From an optimization exercise on the open Yosys and OpenROAD flow, aimed at small area, a short achievable clock period and few clock cycles; shortcuts taken in it are not production practice. No run shown here included a check of the RTL's function; only the layout flow was run.

## flow/design.v (module list and top-level ports; edited modules follow where they fit)
// module viterbi_top: 1043 lines
// module vit_sgt: 14 lines
// module vit_cmp4: 13 lines
// module vit_gp4: 9 lines
module viterbi_top #(
    parameter N = 8,    
    parameter I = 3,    
    parameter K = 3,    
    parameter W = 16    
)(
    input                      clk,
    input                      rst_n,
    input                      start,
    input  [2:0]               length,
    input  [1:0]               obs_in,
    input                      obs_valid,
    input  signed [W-1:0]      logA_0,  logA_1,  logA_2,
    input  signed [W-1:0]      logA_3,  logA_4,  logA_5,
    input  signed [W-1:0]      logA_6,  logA_7,  logA_8,
    input  signed [W-1:0]      logC_0,  logC_1,  logC_2,
    input  signed [W-1:0]      logB_0,  logB_1,  logB_2,
    input  signed [W-1:0]      logB_3,  logB_4,  logB_5,
    input  signed [W-1:0]      logB_6,  logB_7,  logB_8,
    output [1:0]               path_0,
    output [1:0]               path_1,
    output [1:0]               path_2,
    output [1:0]               path_3,
    output [1:0]               path_4,
    output [1:0]               path_5,
    output [1:0]               path_6,
    output [1:0]               path_7,
    output reg                 done
);
  // ...
==> flow/flow/run.sh <==
#!/bin/bash
# The standard layout (standard.sh), with plain buffers on the ports and
# timing repair aimed below the clock period.
set -euo pipefail
bash standard.sh \
  "BUFFER_PORTS_ARGS=-buffer_cell sky130_fd_sc_hd__buf_2" \
  SETUP_SLACK_MARGIN=7.5  "ADDER_MAP_FILE=" \
  finish > standard.log 2>&1
==> flow/standard.sh <==
#!/bin/bash
# synth_recipe.tcl (not shown) runs the flow's synth.tcl, then flattens the netlist and writes it again
# the make line also repeats each setting of config.mk as NAME=value (left out here)
make -C /OpenROAD-flow-scripts/flow DESIGN_CONFIG=/design/flow/config.mk WORK_HOME=/design/flow/orfs CLKGATE_MAP_FILE= SYNTH_SCRIPT=/design/flow/synth_recipe.tcl "${@:-finish}"
==> flow/config.mk <==
export PLATFORM = sky130hd
export DESIGN_NAME = viterbi_top
export DESIGN_NICKNAME = viterbi_top
export VERILOG_FILES = /design/flow/design.v
export SDC_FILE = /design/flow/constraint.sdc
export NUM_CORES = 4
export LEC_CHECK = 0
export ABC_AREA = 1
export CAP_MARGIN = 20
export CORE_MARGIN = 2
export CORE_UTILIZATION = 40
export SLEW_MARGIN = 20
export SYNTH_HIERARCHICAL = 1
==> flow/constraint.sdc <==
create_clock -name core_clock -period 12.0 [get_ports {clk}]
set_input_delay 2.4000 -clock core_clock [delete_from_list [all_inputs] [get_ports {clk}]]
set_output_delay 2.4000 -clock core_clock [all_outputs]
set_load 0.01 [all_outputs]
==> summary.txt, run 1 <==
Reg2Reg Capture Point=delta_1[12]$_DFFE_PP_; outcome=timing/DRC/antenna clean; Placed Area=25200 um^2; Max Used Layer=met4; busiest grt layer=met2; final wirelength=92700 um; I/O pin total=362; Worst Tran Pin Value=roughly 0.93 ns; Clock buf/inv share=0.0351; Critical Path Sink=path_4[1]; Tcrit/Tclk final=0.451; DR pass1 iterations=7; multi-input combinational gate total=3028; cell family with the largest share of critical-path delay=buffers and inverters; worst setup margin=between 6 and 7 ns; Ys Warns=7; Skew-Pair Late Insertion Delay=about 0.56 ns; clock sink total=239; r2r startpoint=delta_1[8]$_DFFE_PP_; multi-input logic portion of the cell area=0.515; post-place setup slack=5.53 ns; CP Buf/Inv Count=6; final setup TNS=0 ns; buffer depth of the longest clock path=3; unrepaired setup endpoints after global routing=yes; Avg Synthesized Cell Area=5.73 um^2; core area=56200 um^2; vias in the first global route=24700
==> run 2: changes to the inputs <==
--- a/flow/design.v
+++ b/flow/design.v
@@ -750,22 +750,112 @@
   assign c22[8] = c22_p[8] ^ c22_G2_7;
   assign c22[9] = c22_p[9] ^ c22_G3_8;
   assign c22[10] = c22_p[10] ^ c22_G3_9;
   assign c22[11] = c22_p[11] ^ c22_G3_10;
   assign c22[12] = c22_p[12] ^ c22_G3_11;
   assign c22[13] = c22_p[13] ^ c22_G3_12;
   assign c22[14] = c22_p[14] ^ c22_G3_13;
   assign c22[15] = c22_p[15] ^ c22_G3_14;
-  wire g10_0;
-  vit_sgt u_g10_0 (.x(c10), .y(c00), .gt(g10_0));
-  wire g20_0;
-  vit_sgt u_g20_0 (.x(c20), .y(c00), .gt(g20_0));
-  wire g21_0;
-  vit_sgt u_g21_0 (.x(c20), .y(c10), .gt(g21_0));
+  wire [15:0] g10_0_x = {~c10[15], c10[14:0]};
+  wire [15:0] g10_0_y = {c00[15], ~c00[14:0]};
+  wire g10_0_g0_0 = (g10_0_x[1] & g10_0_y[1]) | ((g10_0_x[1] | g10_0_y[1]) & (g10_0_x[0] & g10_0_y[0]));
+  wire g10_0_p0_0 = (g10_0_x[1] | g10_0_y[1]) & (g10_0_x[0] | g10_0_y[0]);
+  wire g10_0_g0_2 = (g10_0_x[3] & g10_0_y[3]) | ((g10_0_x[3] | g10_0_y[3]) & (g10_0_x[2] & g10_0_y[2]));
+  wire g10_0_p0_2 = (g10_0_x[3] | g10_0_y[3]) & (g10_0_x[2] | g10_0_y[2]);
+  wire g10_0_g0_4 = (g10_0_x[5] & g10_0_y[5]) | ((g10_0_x[5] | g10_0_y[5]) & (g10_0_x[4] & g10_0_y[4]));
+  wire g10_0_p0_4 = (g10_0_x[5] | g10_0_y[5]) & (g10_0_x[4] | g10_0_y[4]);
+  wire g10_0_g0_6 = (g10_0_x[7] & g10_0_y[7]) | ((g10_0_x[7] | g10_0_y[7]) & (g10_0_x[6] & g10_0_y[6]));
+  wire g10_0_p0_6 = (g10_0_x[7] | g10_0_y[7]) & (g10_0_x[6] | g10_0_y[6]);
+  wire g10_0_g0_8 = (g10_0_x[9] & g10_0_y[9]) | ((g10_0_x[9] | g10_0_y[9]) & (g10_0_x[8] & g10_0_y[8]));
+  wire g10_0_p0_8 = (g10_0_x[9] | g10_0_y[9]) & (g10_0_x[8] | g10_0_y[8]);
+  wire g10_0_g0_10 = (g10_0_x[11] & g10_0_y[11]) | ((g10_0_x[11] | g10_0_y[11]) & (g10_0_x[10] & g10_0_y[10]));
+  wire g10_0_p0_10 = (g10_0_x[11] | g10_0_y[11]) & (g10_0_x[10] | g10_0_y[10]);
+  wire g10_0_g0_12 = (g10_0_x[13] & g10_0_y[13]) | ((g10_0_x[13] | g10_0_y[13]) & (g10_0_x[12] & g10_0_y[12]));
+  wire g10_0_p0_12 = (g10_0_x[13] | g10_0_y[13]) & (g10_0_x[12] | g10_0_y[12]);
+  wire g10_0_g0_14 = (g10_0_x[15] & g10_0_y[15]) | ((g10_0_x[15] | g10_0_y[15]) & (g10_0_x[14] & g10_0_y[14]));
+  wire g10_0_p0_14 = (g10_0_x[15] | g10_0_y[15]) & (g10_0_x[14] | g10_0_y[14]);
+  wire g10_0_g1_0 = g10_0_g0_2 | (g10_0_p0_2 & g10_0_g0_0);
+  wire g10_0_p1_0 = g10_0_p0_2 & g10_0_p0_0;
+  wire g10_0_g1_2 = g10_0_g0_6 | (g10_0_p0_6 & g10_0_g0_4);
+  wire g10_0_p1_2 = g10_0_p0_6 & g10_0_p0_4;
+  wire g10_0_g1_4 = g10_0_g0_10 | (g10_0_p0_10 & g10_0_g0_8);
+  wire g10_0_p1_4 = g10_0_p0_10 & g10_0_p0_8;
+  wire g10_0_g1_6 = g10_0_g0_14 | (g10_0_p0_14 & g10_0_g0_12);
+  wire g10_0_p1_6 = g10_0_p0_14 & g10_0_p0_12;
+  wire g10_0_g2_0 = g10_0_g1_2 | (g10_0_p1_2 & g10_0_g1_0);
+  wire g10_0_p2_0 = g10_0_p1_2 & g10_0_p1_0;
+  wire g10_0_g2_2 = g10_0_g1_6 | (g10_0_p1_6 & g10_0_g1_4);
+  wire g10_0_p2_2 = g10_0_p1_6 & g10_0_p1_4;
+  wire g10_0_g3_0 = g10_0_g2_2 | (g10_0_p2_2 & g10_0_g2_0);
+  wire g10_0 = g10_0_g3_0;
+  wire [15:0] g20_0_x = {~c20[15], c20[14:0]};
+  wire [15:0] g20_0_y = {c00[15], ~c00[14:0]};
+  wire g20_0_g0_0 = (g20_0_x[1] & g20_0_y[1]) | ((g20_0_x[1] | g20_0_y[1]) & (g20_0_x[0] & g20_0_y[0]));
+  wire g20_0_p0_0 = (g20_0_x[1] | g20_0_y[1]) & (g20_0_x[0] | g20_0_y[0]);
+  wire g20_0_g0_2 = (g20_0_x[3] & g20_0_y[3]) | ((g20_0_x[3] | g20_0_y[3]) & (g20_0_x[2] & g20_0_y[2]));
+  wire g20_0_p0_2 = (g20_0_x[3] | g20_0_y[3]) & (g20_0_x[2] | g20_0_y[2]);
+  wire g20_0_g0_4 = (g20_0_x[5] & g20_0_y[5]) | ((g20_0_x[5] | g20_0_y[5]) & (g20_0_x[4] & g20_0_y[4]));
+  wire g20_0_p0_4 = (g20_0_x[5] | g20_0_y[5]) & (g20_0_x[4] | g20_0_y[4]);
+  wire g20_0_g0_6 = (g20_0_x[7] & g20_0_y[7]) | ((g20_0_x[7] | g20_0_y[7]) & (g20_0_x[6] & g20_0_y[6]));
+  wire g20_0_p0_6 = (g20_0_x[7] | g20_0_y[7]) & (g20_0_x[6] | g20_0_y[6]);
+  wire g20_0_g0_8 = (g20_0_x[9] & g20_0_y[9]) | ((g20_0_x[9] | g20_0_y[9]) & (g20_0_x[8] & g20_0_y[8]));
+  wire g20_0_p0_8 = (g20_0_x[9] | g20_0_y[9]) & (g20_0_x[8] | g20_0_y[8]);
+  wire g20_0_g0_10 = (g20_0_x[11] & g20_0_y[11]) | ((g20_0_x[11] | g20_0_y[11]) & (g20_0_x[10] & g20_0_y[10]));
+  wire g20_0_p0_10 = (g20_0_x[11] | g20_0_y[11]) & (g20_0_x[10] | g20_0_y[10]);
+  wire g20_0_g0_12 = (g20_0_x[13] & g20_0_y[13]) | ((g20_0_x[13] | g20_0_y[13]) & (g20_0_x[12] & g20_0_y[12]));
+  wire g20_0_p0_12 = (g20_0_x[13] | g20_0_y[13]) & (g20_0_x[12] | g20_0_y[12]);
+  wire g20_0_g0_14 = (g20_0_x[15] & g20_0_y[15]) | ((g20_0_x[15] | g20_0_y[15]) & (g20_0_x[14] & g20_0_y[14]));
+  wire g20_0_p0_14 = (g20_0_x[15] | g20_0_y[15]) & (g20_0_x[14] | g20_0_y[14]);
+  wire g20_0_g1_0 = g20_0_g0_2 | (g20_0_p0_2 & g20_0_g0_0);
+  wire g20_0_p1_0 = g20_0_p0_2 & g20_0_p0_0;
+  wire g20_0_g1_2 = g20_0_g0_6 | (g20_0_p0_6 & g20_0_g0_4);
+  wire g20_0_p1_2 = g20_0_p0_6 & g20_0_p0_4;
+  wire g20_0_g1_4 = g20_0_g0_10 | (g20_0_p0_10 & g20_0_g0_8);
+  wire g20_0_p1_4 = g20_0_p0_10 & g20_0_p0_8;
+  wire g20_0_g1_6 = g20_0_g0_14 | (g20_0_p0_14 & g20_0_g0_12);
+  wire g20_0_p1_6 = g20_0_p0_14 & g20_0_p0_12;
+  wire g20_0_g2_0 = g20_0_g1_2 | (g20_0_p1_2 & g20_0_g1_0);
+  wire g20_0_p2_0 = g20_0_p1_2 & g20_0_p1_0;
+  wire g20_0_g2_2 = g20_0_g1_6 | (g20_0_p1_6 & g20_0_g1_4);
+  wire g20_0_p2_2 = g20_0_p1_6 & g20_0_p1_4;
+  wire g20_0_g3_0 = g20_0_g2_2 | (g20_0_p2_2 & g20_0_g2_0);
+  wire g20_0 = g20_0_g3_0;
+  wire [15:0] g21_0_x = {~c20[15], c20[14:0]};
+  wire [15:0] g21_0_y = {c10[15], ~c10[14:0]};
+  wire g21_0_g0_0 = (g21_0_x[1] & g21_0_y[1]) | ((g21_0_x[1] | g21_0_y[1]) & (g21_0_x[0] & g21_0_y[0]));
+  wire g21_0_p0_0 = (g21_0_x[1] | g21_0_y[1]) & (g21_0_x[0] | g21_0_y[0]);
+  wire g21_0_g0_2 = (g21_0_x[3] & g21_0_y[3]) | ((g21_0_x[3] | g21_0_y[3]) & (g21_0_x[2] & g21_0_y[2]));
+  wire g21_0_p0_2 = (g21_0_x[3] | g21_0_y[3]) & (g21_0_x[2] | g21_0_y[2]);
+  wire g21_0_g0_4 = (g21_0_x[5] & g21_0_y[5]) | ((g21_0_x[5] | g21_0_y[5]) & (g21_0_x[4] & g21_0_y[4]));
+  wire g21_0_p0_4 = (g21_0_x[5] | g21_0_y[5]) & (g21_0_x[4] | g21_0_y[4]);
+  wire g21_0_g0_6 = (g21_0_x[7] & g21_0_y[7]) | ((g21_0_x[7] | g21_0_y[7]) & (g21_0_x[6] & g21_0_y[6]));
+  wire g21_0_p0_6 = (g21_0_x[7] | g21_0_y[7]) & (g21_0_x[6] | g21_0_y[6]);
+  wire g21_0_g0_8 = (g21_0_x[9] & g21_0_y[9]) | ((g21_0_x[9] | g21_0_y[9]) & (g21_0_x[8] & g21_0_y[8]));
+  wire g21_0_p0_8 = (g21_0_x[9] | g21_0_y[9]) & (g21_0_x[8] | g21_0_y[8]);
+  wire g21_0_g0_10 = (g21_0_x[11] & g21_0_y[11]) | ((g21_0_x[11] | g21_0_y[11]) & (g21_0_x[10] & g21_0_y[10]));
+  wire g21_0_p0_10 = (g21_0_x[11] | g21_0_y[11]) & (g21_0_x[10] | g21_0_y[10]);
+  wire g21_0_g0_12 = (g21_0_x[13] & g21_0_y[13]) | ((g21_0_x[13] | g21_0_y[13]) & (g21_0_x[12] & g21_0_y[12]));
+  wire g21_0_p0_12 = (g21_0_x[13] | g21_0_y[13]) & (g21_0_x[12] | g21_0_y[12]);
+  wire g21_0_g0_14 = (g21_0_x[15] & g21_0_y[15]) | ((g21_0_x[15] | g21_0_y[15]) & (g21_0_x[14] & g21_0_y[14]));
+  wire g21_0_p0_14 = (g21_0_x[15] | g21_0_y[15]) & (g21_0_x[14] | g21_0_y[14]);
+  wire g21_0_g1_0 = g21_0_g0_2 | (g21_0_p0_2 & g21_0_g0_0);
+  wire g21_0_p1_0 = g21_0_p0_2 & g21_0_p0_0;
+  wire g21_0_g1_2 = g21_0_g0_6 | (g21_0_p0_6 & g21_0_g0_4);
+  wire g21_0_p1_2 = g21_0_p0_6 & g21_0_p0_4;
+  wire g21_0_g1_4 = g21_0_g0_10 | (g21_0_p0_10 & g21_0_g0_8);
+  wire g21_0_p1_4 = g21_0_p0_10 & g21_0_p0_8;
+  wire g21_0_g1_6 = g21_0_g0_14 | (g21_0_p0_14 & g21_0_g0_12);
+  wire g21_0_p1_6 = g21_0_p0_14 & g21_0_p0_12;
+  wire g21_0_g2_0 = g21_0_g1_2 | (g21_0_p1_2 & g21_0_g1_0);
+  wire g21_0_p2_0 = g21_0_p1_2 & g21_0_p1_0;
+  wire g21_0_g2_2 = g21_0_g1_6 | (g21_0_p1_6 & g21_0_g1_4);
+  wire g21_0_p2_2 = g21_0_p1_6 & g21_0_p1_4;
+  wire g21_0_g3_0 = g21_0_g2_2 | (g21_0_p2_2 & g21_0_g2_0);
+  wire g21_0 = g21_0_g3_0;
   wire s2_0 = busy & (g10_0 ? g21_0 : g20_0);
   wire s1_0 = busy & g10_0 & ~g21_0;
   wire [15:0] x_0 = s2_0 ? c20 : s1_0 ? c10 : busy ? c00 : logC_0;
   wire [15:0] m_0;
   wire [15:0] m_0_p = x_0 ^ e_0;
   wire [15:0] m_0_g = x_0 & e_0;
   wire m_0_G0_1 = m_0_g[1] | (m_0_p[1] & m_0_g[0]);
   wire m_0_P0_1 = m_0_p[1] & m_0_p[0];
@@ -834,22 +924,112 @@
   assign m_0[8] = m_0_p[8] ^ m_0_G2_7;
   assign m_0[9] = m_0_p[9] ^ m_0_G3_8;
   assign m_0[10] = m_0_p[10] ^ m_0_G3_9;
   assign m_0[11] = m_0_p[11] ^ m_0_G3_10;
   assign m_0[12] = m_0_p[12] ^ m_0_G3_11;
   assign m_0[13] = m_0_p[13] ^ m_0_G3_12;
   assign m_0[14] = m_0_p[14] ^ m_0_G3_13;
   assign m_0[15] = m_0_p[15] ^ m_0_G3_14;
-  wire g10_1;
-  vit_sgt u_g10_1 (.x(c11), .y(c01), .gt(g10_1));
-  wire g20_1;
-  vit_sgt u_g20_1 (.x(c21), .y(c01), .gt(g20_1));
-  wire g21_1;
-  vit_sgt u_g21_1 (.x(c21), .y(c11), .gt(g21_1));
+  wire [15:0] g10_1_x = {~c11[15], c11[14:0]};
+  wire [15:0] g10_1_y = {c01[15], ~c01[14:0]};
+  wire g10_1_g0_0 = (g10_1_x[1] & g10_1_y[1]) | ((g10_1_x[1] | g10_1_y[1]) & (g10_1_x[0] & g10_1_y[0]));
+  wire g10_1_p0_0 = (g10_1_x[1] | g10_1_y[1]) & (g10_1_x[0] | g10_1_y[0]);
+  wire g10_1_g0_2 = (g10_1_x[3] & g10_1_y[3]) | ((g10_1_x[3] | g10_1_y[3]) & (g10_1_x[2] & g10_1_y[2]));
+  wire g10_1_p0_2 = (g10_1_x[3] | g10_1_y[3]) & (g10_1_x[2] | g10_1_y[2]);
+  wire g10_1_g0_4 = (g10_1_x[5] & g10_1_y[5]) | ((g10_1_x[5] | g10_1_y[5]) & (g10_1_x[4] & g10_1_y[4]));
+  wire g10_1_p0_4 = (g10_1_x[5] | g10_1_y[5]) & (g10_1_x[4] | g10_1_y[4]);
+  wire g10_1_g0_6 = (g10_1_x[7] & g10_1_y[7]) | ((g10_1_x[7] | g10_1_y[7]) & (g10_1_x[6] & g10_1_y[6]));
+  wire g10_1_p0_6 = (g10_1_x[7] | g10_1_y[7]) & (g10_1_x[6] | g10_1_y[6]);
+  wire g10_1_g0_8 = (g10_1_x[9] & g10_1_y[9]) | ((g10_1_x[9] | g10_1_y[9]) & (g10_1_x[8] & g10_1_y[8]));
+  wire g10_1_p0_8 = (g10_1_x[9] | g10_1_y[9]) & (g10_1_x[8] | g10_1_y[8]);
+  wire g10_1_g0_10 = (g10_1_x[11] & g10_1_y[11]) | ((g10_1_x[11] | g10_1_y[11]) & (g10_1_x[10] & g10_1_y[10]));
+  wire g10_1_p0_10 = (g10_1_x[11] | g10_1_y[11]) & (g10_1_x[10] | g10_1_y[10]);
+  wire g10_1_g0_12 = (g10_1_x[13] & g10_1_y[13]) | ((g10_1_x[13] | g10_1_y[13]) & (g10_1_x[12] & g10_1_y[12]));
+  wire g10_1_p0_12 = (g10_1_x[13] | g10_1_y[13]) & (g10_1_x[12] | g10_1_y[12]);
+  wire g10_1_g0_14 = (g10_1_x[15] & g10_1_y[15]) | ((g10_1_x[15] | g10_1_y[15]) & (g10_1_x[14] & g10_1_y[14]));
+  wire g10_1_p0_14 = (g10_1_x[15] | g10_1_y[15]) & (g10_1_x[14] | g10_1_y[14]);
+  wire g10_1_g1_0 = g10_1_g0_2 | (g10_1_p0_2 & g10_1_g0_0);
+  wire g10_1_p1_0 = g10_1_p0_2 & g10_1_p0_0;
+  wire g10_1_g1_2 = g10_1_g0_6 | (g10_1_p0_6 & g10_1_g0_4);
+  wire g10_1_p1_2 = g10_1_p0_6 & g10_1_p0_4;
+  wire g10_1_g1_4 = g10_1_g0_10 | (g10_1_p0_10 & g10_1_g0_8);
+  wire g10_1_p1_4 = g10_1_p0_10 & g10_1_p0_8;
+  wire g10_1_g1_6 = g10_1_g0_14 | (g10_1_p0_14 & g10_1_g0_12);
+  wire g10_1_p1_6 = g10_1_p0_14 & g10_1_p0_12;
+  wire g10_1_g2_0 = g10_1_g1_2 | (g10_1_p1_2 & g10_1_g1_0);
+  wire g10_1_p2_0 = g10_1_p1_2 & g10_1_p1_0;
+  wire g10_1_g2_2 = g10_1_g1_6 | (g10_1_p1_6 & g10_1_g1_4);
+  wire g10_1_p2_2 = g10_1_p1_6 & g10_1_p1_4;
+  wire g10_1_g3_0 = g10_1_g2_2 | (g10_1_p2_2 & g10_1_g2_0);
+  wire g10_1 = g10_1_g3_0;
+  wire [15:0] g20_1_x = {~c21[15], c21[14:0]};
+  wire [15:0] g20_1_y = {c01[15], ~c01[14:0]};
+  wire g20_1_g0_0 = (g20_1_x[1] & g20_1_y[1]) | ((g20_1_x[1] | g20_1_y[1]) & (g20_1_x[0] & g20_1_y[0]));
+  wire g20_1_p0_0 = (g20_1_x[1] | g20_1_y[1]) & (g20_1_x[0] | g20_1_y[0]);
+  wire g20_1_g0_2 = (g20_1_x[3] & g20_1_y[3]) | ((g20_1_x[3] | g20_1_y[3]) & (g20_1_x[2] & g20_1_y[2]));
+  wire g20_1_p0_2 = (g20_1_x[3] | g20_1_y[3]) & (g20_1_x[2] | g20_1_y[2]);
+  wire g20_1_g0_4 = (g20_1_x[5] & g20_1_y[5]) | ((g20_1_x[5] | g20_1_y[5]) & (g20_1_x[4] & g20_1_y[4]));
+  wire g20_1_p0_4 = (g20_1_x[5] | g20_1_y[5]) & (g20_1_x[4] | g20_1_y[4]);
+  wire g20_1_g0_6 = (g20_1_x[7] & g20_1_y[7]) | ((g20_1_x[7] | g20_1_y[7]) & (g20_1_x[6] & g20_1_y[6]));
+  wire g20_1_p0_6 = (g20_1_x[7] | g20_1_y[7]) & (g20_1_x[6] | g20_1_y[6]);
+  wire g20_1_g0_8 = (g20_1_x[9] & g20_1_y[9]) | ((g20_1_x[9] | g20_1_y[9]) & (g20_1_x[8] & g20_1_y[8]));
+  wire g20_1_p0_8 = (g20_1_x[9] | g20_1_y[9]) & (g20_1_x[8] | g20_1_y[8]);
+  wire g20_1_g0_10 = (g20_1_x[11] & g20_1_y[11]) | ((g20_1_x[11] | g20_1_y[11]) & (g20_1_x[10] & g20_1_y[10]));
+  wire g20_1_p0_10 = (g20_1_x[11] | g20_1_y[11]) & (g20_1_x[10] | g20_1_y[10]);
+  wire g20_1_g0_12 = (g20_1_x[13] & g20_1_y[13]) | ((g20_1_x[13] | g20_1_y[13]) & (g20_1_x[12] & g20_1_y[12]));
+  wire g20_1_p0_12 = (g20_1_x[13] | g20_1_y[13]) & (g20_1_x[12] | g20_1_y[12]);
+  wire g20_1_g0_14 = (g20_1_x[15] & g20_1_y[15]) | ((g20_1_x[15] | g20_1_y[15]) & (g20_1_x[14] & g20_1_y[14]));
+  wire g20_1_p0_14 = (g20_1_x[15] | g20_1_y[15]) & (g20_1_x[14] | g20_1_y[14]);
+  wire g20_1_g1_0 = g20_1_g0_2 | (g20_1_p0_2 & g20_1_g0_0);
+  wire g20_1_p1_0 = g20_1_p0_2 & g20_1_p0_0;
+  wire g20_1_g1_2 = g20_1_g0_6 | (g20_1_p0_6 & g20_1_g0_4);
+  wire g20_1_p1_2 = g20_1_p0_6 & g20_1_p0_4;
+  wire g20_1_g1_4 = g20_1_g0_10 | (g20_1_p0_10 & g20_1_g0_8);
+  wire g20_1_p1_4 = g20_1_p0_10 & g20_1_p0_8;
+  wire g20_1_g1_6 = g20_1_g0_14 | (g20_1_p0_14 & g20_1_g0_12);
+  wire g20_1_p1_6 = g20_1_p0_14 & g20_1_p0_12;
+  wire g20_1_g2_0 = g20_1_g1_2 | (g20_1_p1_2 & g20_1_g1_0);
+  wire g20_1_p2_0 = g20_1_p1_2 & g20_1_p1_0;
+  wire g20_1_g2_2 = g20_1_g1_6 | (g20_1_p1_6 & g20_1_g1_4);
+  wire g20_1_p2_2 = g20_1_p1_6 & g20_1_p1_4;
+  wire g20_1_g3_0 = g20_1_g2_2 | (g20_1_p2_2 & g20_1_g2_0);
+  wire g20_1 = g20_1_g3_0;
+  wire [15:0] g21_1_x = {~c21[15], c21[14:0]};
+  wire [15:0] g21_1_y = {c11[15], ~c11[14:0]};
+  wire g21_1_g0_0 = (g21_1_x[1] & g21_1_y[1]) | ((g21_1_x[1] | g21_1_y[1]) & (g21_1_x[0] & g21_1_y[0]));
+  wire g21_1_p0_0 = (g21_1_x[1] | g21_1_y[1]) & (g21_1_x[0] | g21_1_y[0]);
+  wire g21_1_g0_2 = (g21_1_x[3] & g21_1_y[3]) | ((g21_1_x[3] | g21_1_y[3]) & (g21_1_x[2] & g21_1_y[2]));
+  wire g21_1_p0_2 = (g21_1_x[3] | g21_1_y[3]) & (g21_1_x[2] | g21_1_y[2]);
+  wire g21_1_g0_4 = (g21_1_x[5] & g21_1_y[5]) | ((g21_1_x[5] | g21_1_y[5]) & (g21_1_x[4] & g21_1_y[4]));
+  wire g21_1_p0_4 = (g21_1_x[5] | g21_1_y[5]) & (g21_1_x[4] | g21_1_y[4]);
+  wire g21_1_g0_6 = (g21_1_x[7] & g21_1_y[7]) | ((g21_1_x[7] | g21_1_y[7]) & (g21_1_x[6] & g21_1_y[6]));
+  wire g21_1_p0_6 = (g21_1_x[7] | g21_1_y[7]) & (g21_1_x[6] | g21_1_y[6]);
+  wire g21_1_g0_8 = (g21_1_x[9] & g21_1_y[9]) | ((g21_1_x[9] | g21_1_y[9]) & (g21_1_x[8] & g21_1_y[8]));
+  wire g21_1_p0_8 = (g21_1_x[9] | g21_1_y[9]) & (g21_1_x[8] | g21_1_y[8]);
+  wire g21_1_g0_10 = (g21_1_x[11] & g21_1_y[11]) | ((g21_1_x[11] | g21_1_y[11]) & (g21_1_x[10] & g21_1_y[10]));
+  wire g21_1_p0_10 = (g21_1_x[11] | g21_1_y[11]) & (g21_1_x[10] | g21_1_y[10]);
+  wire g21_1_g0_12 = (g21_1_x[13] & g21_1_y[13]) | ((g21_1_x[13] | g21_1_y[13]) & (g21_1_x[12] & g21_1_y[12]));
+  wire g21_1_p0_12 = (g21_1_x[13] | g21_1_y[13]) & (g21_1_x[12] | g21_1_y[12]);
+  wire g21_1_g0_14 = (g21_1_x[15] & g21_1_y[15]) | ((g21_1_x[15] | g21_1_y[15]) & (g21_1_x[14] & g21_1_y[14]));
+  wire g21_1_p0_14 = (g21_1_x[15] | g21_1_y[15]) & (g21_1_x[14] | g21_1_y[14]);
+  wire g21_1_g1_0 = g21_1_g0_2 | (g21_1_p0_2 & g21_1_g0_0);
+  wire g21_1_p1_0 = g21_1_p0_2 & g21_1_p0_0;
+  wire g21_1_g1_2 = g21_1_g0_6 | (g21_1_p0_6 & g21_1_g0_4);
+  wire g21_1_p1_2 = g21_1_p0_6 & g21_1_p0_4;
+  wire g21_1_g1_4 = g21_1_g0_10 | (g21_1_p0_10 & g21_1_g0_8);
+  wire g21_1_p1_4 = g21_1_p0_10 & g21_1_p0_8;
+  wire g21_1_g1_6 = g21_1_g0_14 | (g21_1_p0_14 & g21_1_g0_12);
+  wire g21_1_p1_6 = g21_1_p0_14 & g21_1_p0_12;
+  wire g21_1_g2_0 = g21_1_g1_2 | (g21_1_p1_2 & g21_1_g1_0);
+  wire g21_1_p2_0 = g21_1_p1_2 & g21_1_p1_0;
+  wire g21_1_g2_2 = g21_1_g1_6 | (g21_1_p1_6 & g21_1_g1_4);
+  wire g21_1_p2_2 = g21_1_p1_6 & g21_1_p1_4;
+  wire g21_1_g3_0 = g21_1_g2_2 | (g21_1_p2_2 & g21_1_g2_0);
+  wire g21_1 = g21_1_g3_0;
   wire s2_1 = busy & (g10_1 ? g21_1 : g20_1);
   wire s1_1 = busy & g10_1 & ~g21_1;
   wire [15:0] x_1 = s2_1 ? c21 : s1_1 ? c11 : busy ? c01 : logC_1;
   wire [15:0] m_1;
   wire [15:0] m_1_p = x_1 ^ e_1;
   wire [15:0] m_1_g = x_1 & e_1;
   wire m_1_G0_1 = m_1_g[1] | (m_1_p[1] & m_1_g[0]);
   wire m_1_P0_1 = m_1_p[1] & m_1_p[0];
@@ -918,22 +1098,112 @@
   assign m_1[8] = m_1_p[8] ^ m_1_G2_7;
   assign m_1[9] = m_1_p[9] ^ m_1_G3_8;
   assign m_1[10] = m_1_p[10] ^ m_1_G3_9;
   assign m_1[11] = m_1_p[11] ^ m_1_G3_10;
   assign m_1[12] = m_1_p[12] ^ m_1_G3_11;
   assign m_1[13] = m_1_p[13] ^ m_1_G3_12;
   assign m_1[14] = m_1_p[14] ^ m_1_G3_13;
   assign m_1[15] = m_1_p[15] ^ m_1_G3_14;
-  wire g10_2;
-  vit_sgt u_g10_2 (.x(c12), .y(c02), .gt(g10_2));
-  wire g20_2;
-  vit_sgt u_g20_2 (.x(c22), .y(c02), .gt(g20_2));
-  wire g21_2;
-  vit_sgt u_g21_2 (.x(c22), .y(c12), .gt(g21_2));
+  wire [15:0] g10_2_x = {~c12[15], c12[14:0]};
+  wire [15:0] g10_2_y = {c02[15], ~c02[14:0]};
+  wire g10_2_g0_0 = (g10_2_x[1] & g10_2_y[1]) | ((g10_2_x[1] | g10_2_y[1]) & (g10_2_x[0] & g10_2_y[0]));
+  wire g10_2_p0_0 = (g10_2_x[1] | g10_2_y[1]) & (g10_2_x[0] | g10_2_y[0]);
+  wire g10_2_g0_2 = (g10_2_x[3] & g10_2_y[3]) | ((g10_2_x[3] | g10_2_y[3]) & (g10_2_x[2] & g10_2_y[2]));
+  wire g10_2_p0_2 = (g10_2_x[3] | g10_2_y[3]) & (g10_2_x[2] | g10_2_y[2]);
+  wire g10_2_g0_4 = (g10_2_x[5] & g10_2_y[5]) | ((g10_2_x[5] | g10_2_y[5]) & (g10_2_x[4] & g10_2_y[4]));
+  wire g10_2_p0_4 = (g10_2_x[5] | g10_2_y[5]) & (g10_2_x[4] | g10_2_y[4]);
+  wire g10_2_g0_6 = (g10_2_x[7] & g10_2_y[7]) | ((g10_2_x[7] | g10_2_y[7]) & (g10_2_x[6] & g10_2_y[6]));
+  wire g10_2_p0_6 = (g10_2_x[7] | g10_2_y[7]) & (g10_2_x[6] | g10_2_y[6]);
+  wire g10_2_g0_8 = (g10_2_x[9] & g10_2_y[9]) | ((g10_2_x[9] | g10_2_y[9]) & (g10_2_x[8] & g10_2_y[8]));
+  wire g10_2_p0_8 = (g10_2_x[9] | g10_2_y[9]) & (g10_2_x[8] | g10_2_y[8]);
+  wire g10_2_g0_10 = (g10_2_x[11] & g10_2_y[11]) | ((g10_2_x[11] | g10_2_y[11]) & (g10_2_x[10] & g10_2_y[10]));
+  wire g10_2_p0_10 = (g10_2_x[11] | g10_2_y[11]) & (g10_2_x[10] | g10_2_y[10]);
+  wire g10_2_g0_12 = (g10_2_x[13] & g10_2_y[13]) | ((g10_2_x[13] | g10_2_y[13]) & (g10_2_x[12] & g10_2_y[12]));
+  wire g10_2_p0_12 = (g10_2_x[13] | g10_2_y[13]) & (g10_2_x[12] | g10_2_y[12]);
+  wire g10_2_g0_14 = (g10_2_x[15] & g10_2_y[15]) | ((g10_2_x[15] | g10_2_y[15]) & (g10_2_x[14] & g10_2_y[14]));
+  wire g10_2_p0_14 = (g10_2_x[15] | g10_2_y[15]) & (g10_2_x[14] | g10_2_y[14]);
+  wire g10_2_g1_0 = g10_2_g0_2 | (g10_2_p0_2 & g10_2_g0_0);
+  wire g10_2_p1_0 = g10_2_p0_2 & g10_2_p0_0;
+  wire g10_2_g1_2 = g10_2_g0_6 | (g10_2_p0_6 & g10_2_g0_4);
+  wire g10_2_p1_2 = g10_2_p0_6 & g10_2_p0_4;
+  wire g10_2_g1_4 = g10_2_g0_10 | (g10_2_p0_10 & g10_2_g0_8);
+  wire g10_2_p1_4 = g10_2_p0_10 & g10_2_p0_8;
+  wire g10_2_g1_6 = g10_2_g0_14 | (g10_2_p0_14 & g10_2_g0_12);
+  wire g10_2_p1_6 = g10_2_p0_14 & g10_2_p0_12;
+  wire g10_2_g2_0 = g10_2_g1_2 | (g10_2_p1_2 & g10_2_g1_0);
+  wire g10_2_p2_0 = g10_2_p1_2 & g10_2_p1_0;
+  wire g10_2_g2_2 = g10_2_g1_6 | (g10_2_p1_6 & g10_2_g1_4);
+  wire g10_2_p2_2 = g10_2_p1_6 & g10_2_p1_4;
+  wire g10_2_g3_0 = g10_2_g2_2 | (g10_2_p2_2 & g10_2_g2_0);
+  wire g10_2 = g10_2_g3_0;
+  wire [15:0] g20_2_x = {~c22[15], c22[14:0]};
+  wire [15:0] g20_2_y = {c02[15], ~c02[14:0]};
+  wire g20_2_g0_0 = (g20_2_x[1] & g20_2_y[1]) | ((g20_2_x[1] | g20_2_y[1]) & (g20_2_x[0] & g20_2_y[0]));
+  wire g20_2_p0_0 = (g20_2_x[1] | g20_2_y[1]) & (g20_2_x[0] | g20_2_y[0]);
+  wire g20_2_g0_2 = (g20_2_x[3] & g20_2_y[3]) | ((g20_2_x[3] | g20_2_y[3]) & (g20_2_x[2] & g20_2_y[2]));
+  wire g20_2_p0_2 = (g20_2_x[3] | g20_2_y[3]) & (g20_2_x[2] | g20_2_y[2]);
+  wire g20_2_g0_4 = (g20_2_x[5] & g20_2_y[5]) | ((g20_2_x[5] | g20_2_y[5]) & (g20_2_x[4] & g20_2_y[4]));
+  wire g20_2_p0_4 = (g20_2_x[5] | g20_2_y[5]) & (g20_2_x[4] | g20_2_y[4]);
+  wire g20_2_g0_6 = (g20_2_x[7] & g20_2_y[7]) | ((g20_2_x[7] | g20_2_y[7]) & (g20_2_x[6] & g20_2_y[6]));
+  wire g20_2_p0_6 = (g20_2_x[7] | g20_2_y[7]) & (g20_2_x[6] | g20_2_y[6]);
+  wire g20_2_g0_8 = (g20_2_x[9] & g20_2_y[9]) | ((g20_2_x[9] | g20_2_y[9]) & (g20_2_x[8] & g20_2_y[8]));
+  wire g20_2_p0_8 = (g20_2_x[9] | g20_2_y[9]) & (g20_2_x[8] | g20_2_y[8]);
+  wire g20_2_g0_10 = (g20_2_x[11] & g20_2_y[11]) | ((g20_2_x[11] | g20_2_y[11]) & (g20_2_x[10] & g20_2_y[10]));
+  wire g20_2_p0_10 = (g20_2_x[11] | g20_2_y[11]) & (g20_2_x[10] | g20_2_y[10]);
+  wire g20_2_g0_12 = (g20_2_x[13] & g20_2_y[13]) | ((g20_2_x[13] | g20_2_y[13]) & (g20_2_x[12] & g20_2_y[12]));
+  wire g20_2_p0_12 = (g20_2_x[13] | g20_2_y[13]) & (g20_2_x[12] | g20_2_y[12]);
+  wire g20_2_g0_14 = (g20_2_x[15] & g20_2_y[15]) | ((g20_2_x[15] | g20_2_y[15]) & (g20_2_x[14] & g20_2_y[14]));
+  wire g20_2_p0_14 = (g20_2_x[15] | g20_2_y[15]) & (g20_2_x[14] | g20_2_y[14]);
+  wire g20_2_g1_0 = g20_2_g0_2 | (g20_2_p0_2 & g20_2_g0_0);
+  wire g20_2_p1_0 = g20_2_p0_2 & g20_2_p0_0;
+  wire g20_2_g1_2 = g20_2_g0_6 | (g20_2_p0_6 & g20_2_g0_4);
+  wire g20_2_p1_2 = g20_2_p0_6 & g20_2_p0_4;
+  wire g20_2_g1_4 = g20_2_g0_10 | (g20_2_p0_10 & g20_2_g0_8);
+  wire g20_2_p1_4 = g20_2_p0_10 & g20_2_p0_8;
+  wire g20_2_g1_6 = g20_2_g0_14 | (g20_2_p0_14 & g20_2_g0_12);
+  wire g20_2_p1_6 = g20_2_p0_14 & g20_2_p0_12;
+  wire g20_2_g2_0 = g20_2_g1_2 | (g20_2_p1_2 & g20_2_g1_0);
+  wire g20_2_p2_0 = g20_2_p1_2 & g20_2_p1_0;
+  wire g20_2_g2_2 = g20_2_g1_6 | (g20_2_p1_6 & g20_2_g1_4);
+  wire g20_2_p2_2 = g20_2_p1_6 & g20_2_p1_4;
+  wire g20_2_g3_0 = g20_2_g2_2 | (g20_2_p2_2 & g20_2_g2_0);
+  wire g20_2 = g20_2_g3_0;
+  wire [15:0] g21_2_x = {~c22[15], c22[14:0]};
+  wire [15:0] g21_2_y = {c12[15], ~c12[14:0]};
+  wire g21_2_g0_0 = (g21_2_x[1] & g21_2_y[1]) | ((g21_2_x[1] | g21_2_y[1]) & (g21_2_x[0] & g21_2_y[0]));
+  wire g21_2_p0_0 = (g21_2_x[1] | g21_2_y[1]) & (g21_2_x[0] | g21_2_y[0]);
+  wire g21_2_g0_2 = (g21_2_x[3] & g21_2_y[3]) | ((g21_2_x[3] | g21_2_y[3]) & (g21_2_x[2] & g21_2_y[2]));
+  wire g21_2_p0_2 = (g21_2_x[3] | g21_2_y[3]) & (g21_2_x[2] | g21_2_y[2]);
+  wire g21_2_g0_4 = (g21_2_x[5] & g21_2_y[5]) | ((g21_2_x[5] | g21_2_y[5]) & (g21_2_x[4] & g21_2_y[4]));
+  wire g21_2_p0_4 = (g21_2_x[5] | g21_2_y[5]) & (g21_2_x[4] | g21_2_y[4]);
+  wire g21_2_g0_6 = (g21_2_x[7] & g21_2_y[7]) | ((g21_2_x[7] | g21_2_y[7]) & (g21_2_x[6] & g21_2_y[6]));
+  wire g21_2_p0_6 = (g21_2_x[7] | g21_2_y[7]) & (g21_2_x[6] | g21_2_y[6]);
+  wire g21_2_g0_8 = (g21_2_x[9] & g21_2_y[9]) | ((g21_2_x[9] | g21_2_y[9]) & (g21_2_x[8] & g21_2_y[8]));
+  wire g21_2_p0_8 = (g21_2_x[9] | g21_2_y[9]) & (g21_2_x[8] | g21_2_y[8]);
+  wire g21_2_g0_10 = (g21_2_x[11] & g21_2_y[11]) | ((g21_2_x[11] | g21_2_y[11]) & (g21_2_x[10] & g21_2_y[10]));
+  wire g21_2_p0_10 = (g21_2_x[11] | g21_2_y[11]) & (g21_2_x[10] | g21_2_y[10]);
+  wire g21_2_g0_12 = (g21_2_x[13] & g21_2_y[13]) | ((g21_2_x[13] | g21_2_y[13]) & (g21_2_x[12] & g21_2_y[12]));
+  wire g21_2_p0_12 = (g21_2_x[13] | g21_2_y[13]) & (g21_2_x[12] | g21_2_y[12]);
+  wire g21_2_g0_14 = (g21_2_x[15] & g21_2_y[15]) | ((g21_2_x[15] | g21_2_y[15]) & (g21_2_x[14] & g21_2_y[14]));
+  wire g21_2_p0_14 = (g21_2_x[15] | g21_2_y[15]) & (g21_2_x[14] | g21_2_y[14]);
+  wire g21_2_g1_0 = g21_2_g0_2 | (g21_2_p0_2 & g21_2_g0_0);
+  wire g21_2_p1_0 = g21_2_p0_2 & g21_2_p0_0;
+  wire g21_2_g1_2 = g21_2_g0_6 | (g21_2_p0_6 & g21_2_g0_4);
+  wire g21_2_p1_2 = g21_2_p0_6 & g21_2_p0_4;
+  wire g21_2_g1_4 = g21_2_g0_10 | (g21_2_p0_10 & g21_2_g0_8);
+  wire g21_2_p1_4 = g21_2_p0_10 & g21_2_p0_8;
+  wire g21_2_g1_6 = g21_2_g0_14 | (g21_2_p0_14 & g21_2_g0_12);
+  wire g21_2_p1_6 = g21_2_p0_14 & g21_2_p0_12;
+  wire g21_2_g2_0 = g21_2_g1_2 | (g21_2_p1_2 & g21_2_g1_0);
+  wire g21_2_p2_0 = g21_2_p1_2 & g21_2_p1_0;
+  wire g21_2_g2_2 = g21_2_g1_6 | (g21_2_p1_6 & g21_2_g1_4);
+  wire g21_2_p2_2 = g21_2_p1_6 & g21_2_p1_4;
+  wire g21_2_g3_0 = g21_2_g2_2 | (g21_2_p2_2 & g21_2_g2_0);
+  wire g21_2 = g21_2_g3_0;
   wire s2_2 = busy & (g10_2 ? g21_2 : g20_2);
   wire s1_2 = busy & g10_2 & ~g21_2;
   wire [15:0] x_2 = s2_2 ? c22 : s1_2 ? c12 : busy ? c02 : logC_2;
   wire [15:0] m_2;
   wire [15:0] m_2_p = x_2 ^ e_2;
   wire [15:0] m_2_g = x_2 & e_2;
   wire m_2_G0_1 = m_2_g[1] | (m_2_p[1] & m_2_g[0]);
   wire m_2_P0_1 = m_2_p[1] & m_2_p[0];
==> flow/flow/run.sh (replaced) <==
#!/bin/bash
# The standard layout (standard.sh), with plain buffers on the ports and
# timing repair aimed below the clock period.
set -euo pipefail
bash standard.sh \
  "BUFFER_PORTS_ARGS=-buffer_cell sky130_fd_sc_hd__buf_2" \
  SETUP_SLACK_MARGIN=6.5  "ADDER_MAP_FILE=" \
  finish > standard.log 2>&1
==> summary.txt, run 2 <==
Slew Limit Fails=0; hold_ws=roughly 0.5 ns; vias in the first global route=23800 (-3.7%); commonest non-fill, non-tap cell in the layout=nand2_1; unrepaired setup endpoints after global routing=yes; hold buffers post-CTS=0; pin count of the biggest net entering global routing=68; I/O pin total=362 (unchanged); final-report setup violation count=0; core area=57700 um^2 (+2.7%); Mapped Cells=between 4000 and 5000; Congestion Overflow GR=0; H-tree levels=1; CP peak stage delay=0.44 ns; HP Class=reg2reg; register area=between 5000 and 6000 um^2; nets=4999; synthesis-to-finish area growth=19.0%; outcome=timing/DRC/antenna clean; critical path peak fanout=6; multi-input logic area=15100 um^2; via count=around 27000; Worst Tran Pin Value=1.13 ns (+0.192 ns); Fillers=6239; final wirelength=88000 um (-5.1%); row count=88; fraction of layout cells with a size suffix above 1=0.165; initial antenna violation count=1; Detailed Place HPWL=68200 um; Die ar.=60300 um^2; Post-Syn Area=23300 um^2; Skew-Pair Late Insertion Delay=0.60 ns (+0.04 ns); clock skew=~0.015 ns; final setup TNS=0 ns (unchanged); Final min period=~5.4 ns; critical-path cell list=buf_4 > nor2_1 > nor2_1 > nand2_1 > nor2_1 > nand2_1 > nand2_2 > nand2_2 > nand2_4 > inv_2 > nor2_4 > clkinv_4 > o21ai_2 > buf_6 > clkinvlp_4 > clkbuf_16 > nand2_1 > o21ai_0 > buf_2; WP data required=about 9.6 ns; CP Buf/Inv Count=7 (+1); buffer depth of the longest clock path=3 (unchanged); first-pass GRT wire length=129000 um; Antenna Cells=0; Vias/cell=~5.0; Max Cap Viol=0; CTS clk-pin slew, worst paths=0.06 ns; Fin. Hold Viols=0; TritonCTS clock tree=done; Rel. slew slack=0.249; Residual DRC=0; fmax=185 MHz; Placed Area=25800 um^2 (+2.3%); crit path launch type=register; CP arrival=3.00 ns; TritonCTS buffer count=30; critical path endpoint category=output pin; gp weighted congestion=0.929; Ys Warns=7 (unchanged); Tcrit/Tclk final=0.450 (-0.00113); cell family with the largest share of critical-path delay=buffers and inverters; slowest stage cell on the critical path=edfxtp_1; Die Y=246 um; Tot GR Track Use=0.276; DIE WIDTH=246 um; drt first-iter violations=2208; syn_nets=roughly 4600; root buf cell=clkbuf_16; Avg Synthesized Cell Area=5.53 um^2 (-3.5%); # port buffers=361; Worst Path Class, Setup=reg2out; Starting Density=0.404; clock sink total=239 (unchanged); Final ANT Viol Nets=0; Wirelength per Cell=roughly 16 um; Finished Cell Area=roughly 28000 um^2; most frequent cells in the layout=nand2_1 (1711), inv_1 (566), nor2_1 (538); DR pass1 iterations=6 (-1)
[run 2: layout make-up]
type,count,share of cell area
Multi-Input combinational cell,3315,0.545
Sequential cell,239,0.206
Timing Repair Buffer,470,0.0966
Inverter,598,0.0812
Tap cell,765,0.0345
Clock buffer,39,0.0328
Clock inverter,17,0.00446
[run 2: final timing paths]
| path | startpoint | to | slack (ns) | depth (start not counted) |
|---|---|---|---|---|
| worst max-delay path | delta_1[7]$_DFFE_PP_ | path_3[0] | 6.60 | 19 |
| worst min-delay path | done$_DFFE_PN0P_ | done$_DFFE_PN0P_ | 0.49 | 1 |
| worst max register to register | delta_1[3]$_DFFE_PP_ | delta_2[9]$_DFFE_PP_ | 6.98 | 32 |
| worst min register to register | done$_DFFE_PN0P_ | done$_DFFE_PN0P_ | 0.49 | 1 |
| max in group asynchronous | rst_n | busy$_DFFE_PN0P_ | 10.25 | 1 |
| min in group asynchronous | rst_n | done$_DFFE_PN0P_ | 1.60 | 1 |
[run 2: worst reg2reg max path, delay by kind of cell (launching register included)]
| kind | cells | cell delay (ns) |
|---|---|---|
| simple gates | 28 | 3.48 |
| compound gates | 1 | 0.24 |
| buf+inv | 3 | 0.53 |
| flops | 1 | 0.53 |
[run 2: layer usage]
layer  vias up  global-route usage  share of wire  wire length, um
met4         0              0.0886          0.030             2650
li1      14100                   -              -                -
met5         -                   0              0                0
met1     12000               0.378           0.45            39700
met3       137              0.0259          0.072             6290
met2       840               0.456           0.45            39300
[run 2: what timing repair did]
item | in CTS | in global routing
gates resized for setup | 8 | 23
cloned | 0 | 8
hold endpoints to repair | 0 | 0
setup endpoints to repair | 22 | 46
setup buffers | 48 | 51
pin swaps | 1 | 15
[run 2: metrics by stage]
step	instances	util	worst slack (ns)
finish	5443	0.481	6.60
global route	5443	0.481	6.44
CTS	5384	0.472	6.50
detailed placement	5280	0.447	5.73
global placement	5280	0.447	5.87
floorplan	4223	-	6.98
==> run 3: changes to the inputs <==
--- a/flow/flow/run.sh
+++ b/flow/flow/run.sh
@@ -4,5 +4,5 @@
 set -euo pipefail
 bash standard.sh \
   "BUFFER_PORTS_ARGS=-buffer_cell sky130_fd_sc_hd__buf_2" \
-  SETUP_SLACK_MARGIN=6.5  "ADDER_MAP_FILE=" \
+  SETUP_SLACK_MARGIN=7.0  "ADDER_MAP_FILE=" \
   finish > standard.log 2>&1
--- a/flow/config.mk
+++ b/flow/config.mk
@@ -11,3 +11,4 @@
 export CORE_UTILIZATION = 40
 export SLEW_MARGIN = 20
 export SYNTH_HIERARCHICAL = 1
+export TNS_END_PERCENT = 0
==> summary.txt, run 3 <==
Final min period=5.38 ns (-0.0178 ns); commonest non-fill, non-tap cell in the layout=nand2_1; drt first-iter violations=2056 (-6.9%); Antenna Cells=0 (unchanged); Cells after DPL=5280 (unchanged); critical path endpoint category=output pin; Detailed Place HPWL=67600 um (-0.88%); synthesis-to-finish area growth=19.0% (about the same); core area=57700 um^2 (unchanged); buffer depth of the longest clock path=3 (unchanged); Slew Limit Fails=0 (unchanged); Reg2Reg Capture Point=delta_2[15]$_DFFE_PP_; Residual DRC=0 (unchanged); fmax=186 MHz (+0.33%); initial antenna violation count=1 (unchanged); # port buffers=361 (unchanged); utilization after layout=0.482 (about the same); critical-path cell list=buf_6 > inv_2 > nor2_1 > nor2_1 > nand2_1 > nor2_1 > nand2_1 > nand2_2 > nand2_2 > nand2_4 > nor2_4 > clkinv_4 > o21ai_2 > buf_6 > clkinvlp_4 > clkbuf_16 > buf_4 > buf_6; TritonCTS buffer count=29 (-3.3%); Ys Warns=7 (unchanged); Worst Path Class, Setup=reg2out; final wirelength=87400 um (-0.63%); Wirelength per Cell=16.1 um (-0.41%); clock skew=0.0125 ns (-0.00280 ns); row count=88 (unchanged); Fin. Hold Viols=0 (unchanged); gp weighted congestion=0.945 (+1.7%); TritonCTS clock tree=done; Vias/cell=4.95 (-0.60%); CP peak stage delay=0.55 ns (+0.11 ns); Die ar.=60300 um^2 (unchanged); CP arrival=2.98 ns (-0.02 ns); Post-Syn Area=23300 um^2 (unchanged); worst setup margin=6.62 ns (+0.0178 ns); first-pass GRT wire length=130000 um (+0.37%); crit path launch type=register; Skew-Pair Late Insertion Delay=0.61 ns (about the same); Non-Filler Instances=5431 (-0.22%); Avg Synthesized Cell Area=5.53 um^2 (unchanged); DR pass1 iterations=9 (+3); Die Y=246 um (unchanged); min-delay src=done$_DFFE_PN0P_; Mapped Cells=4223 (unchanged); R2R Setup Slk=6.98 ns (about the same); WP data required=9.60 ns (about the same); Worst Tran Pin Value=0.804 ns (-0.322 ns); clock sink total=239 (unchanged); final setup TNS=0 ns (unchanged); HP Class=reg2reg; slowest stage cell on the critical path=edfxtp_1; syn_nets=4568 (unchanged); reg2reg path depth=31 (-3.1%); Worst Hold End=done$_DFFE_PN0P_; Max Cap Viol=0 (unchanged); H-tree levels=1 (unchanged); vias in the first global route=24100 (+1.3%); Final ANT Viol Nets=0 (unchanged); Tcrit/Tclk final=0.448 (-0.00148); Congestion Overflow GR=0 (unchanged); critical path peak fanout=7 (+1); DIE WIDTH=246 um (unchanged); r2r startpoint=delta_1[3]$_DFFE_PP_; root buf cell=clkbuf_16; fraction of layout cells with a size suffix above 1=0.166 (+0.000854); final-report setup violation count=0 (unchanged); Tot GR Track Use=0.278 (+0.00189); via count=26900 (-0.82%); outcome=timing/DRC/antenna clean; most frequent cells in the layout=nand2_1 (1703), inv_1 (564), nor2_1 (537); Rel. slew slack=0.464 (+0.215); hold-critical path depth=1 (unchanged); nets=4988 (-0.22%); unrepaired setup endpoints after global routing=yes; I/O pin total=362 (unchanged); Starting Density=0.404 (unchanged); post-place setup slack=5.77 ns (+0.0459 ns); CTS clk-pin slew, worst paths=0.06 ns (about the same); pin count of the biggest net entering global routing=55 (-19%)
## run 3: cell types whose count changed in the layout (fill, tap and decap cells not counted), sizes merged
cell,before,now
clkinv,14,7
clkinvlp,1,2
nand3,294,295
clkbuf,40,42
buf,468,457
inv,600,602
## run 3: critical path: cells and delay by family (launching register included)
kind            cells  cell delay, ns
flops               1            0.55
compound gates      1            0.06
buf+inv             8            1.05
simple gates        9            0.74
## run 3: cell type report
class,count,area (um^2)
clock buffers,41,981
clock inverters,13,105
fillers,6179,29900
inverters,598,2250
multi-input cells,3316,15200
flip-flops and latches,239,5710
well taps,765,957
repair buffers,459,2610
## run 3: routing by layer
metal	GRT usage	wire length, um	up-vias
met2	0.462	39400	839
met5	0	0	-
li1	-	-	14100
met1	0.364	38100	11800
met4	0.110	3470	0
met3	0.0370	6480	136
## run 3: what timing repair did
action	4_1_cts	5_1_grt
setup endpoints to repair	51	58
pin swaps	6	24
hold buffers	0	0
gates cloned	1	8
resized for setup	15	45
setup buffers	60	28
## run 3: worst max-delay path by stage
stage | from | endpoint
6_report | delta_1[7]$_DFFE_PP_ | path_7[1]
5_1_grt | delta_1[15]$_DFFE_PP_ | path_0[1]
4_1_cts | delta_1[7]$_DFFE_PP_ | path_5[1]
3_5_place_dp | delta_1[15]$_DFFE_PP_ | path_0[0]
3_3_place_gp | delta_1[15]$_DFFE_PP_ | path_0[0]
2_1_floorplan | obs_in[1] | delta_0[13]$_DFFE_PP_
## run 3: through the flow
stage / hold WS, ns / area [um^2]
2_1_floorplan: 0.530 / 23300
3_3_place_gp: 0.479 / 25800
3_5_place_dp: 0.478 / 25800
4_1_cts: 0.492 / 27400
5_1_grt: 0.520 / 27800
6_report: 0.485 / 27800

[port drivers added, routing unchanged]
Ports are ideal in the flow. The routed layouts listed here were re-timed in OpenROAD. Step 1, drivers: a clkbuf_16 drives clk and a buf_2 each remaining input, both assumed. Step 2, shift: input delay + t, output delay - t, t = (earliest + latest rising clock arrival at the registers) / 2. This alone moves slack from input paths to output paths. Three values: ideal, step 1, step 2; two values: the first two.
run | t, ns | setup WS [ns] | worst setup path at the end | clock arrival spread, ns | worst register clock-pin slew, ns
run 1 | 0.611 | 6.589 / 6.531 / 6.641 | input to register | 0.022 / 0.021 | 0.07 / 0.07
run 2 | 0.657 | 6.603 / 6.542 / 6.289 | input to register | 0.016 / 0.015 | 0.07 / 0.07
run 3 | 0.667 | 6.621 / 6.555 / 6.184 | input to register | 0.013 / 0.013 | 0.07 / 0.07
After both steps setup and hold are still met in every run listed. For run 3, which loses most, drivers alone change the setup slack by -0.066 ns; drivers and shift together by -0.437 ns.
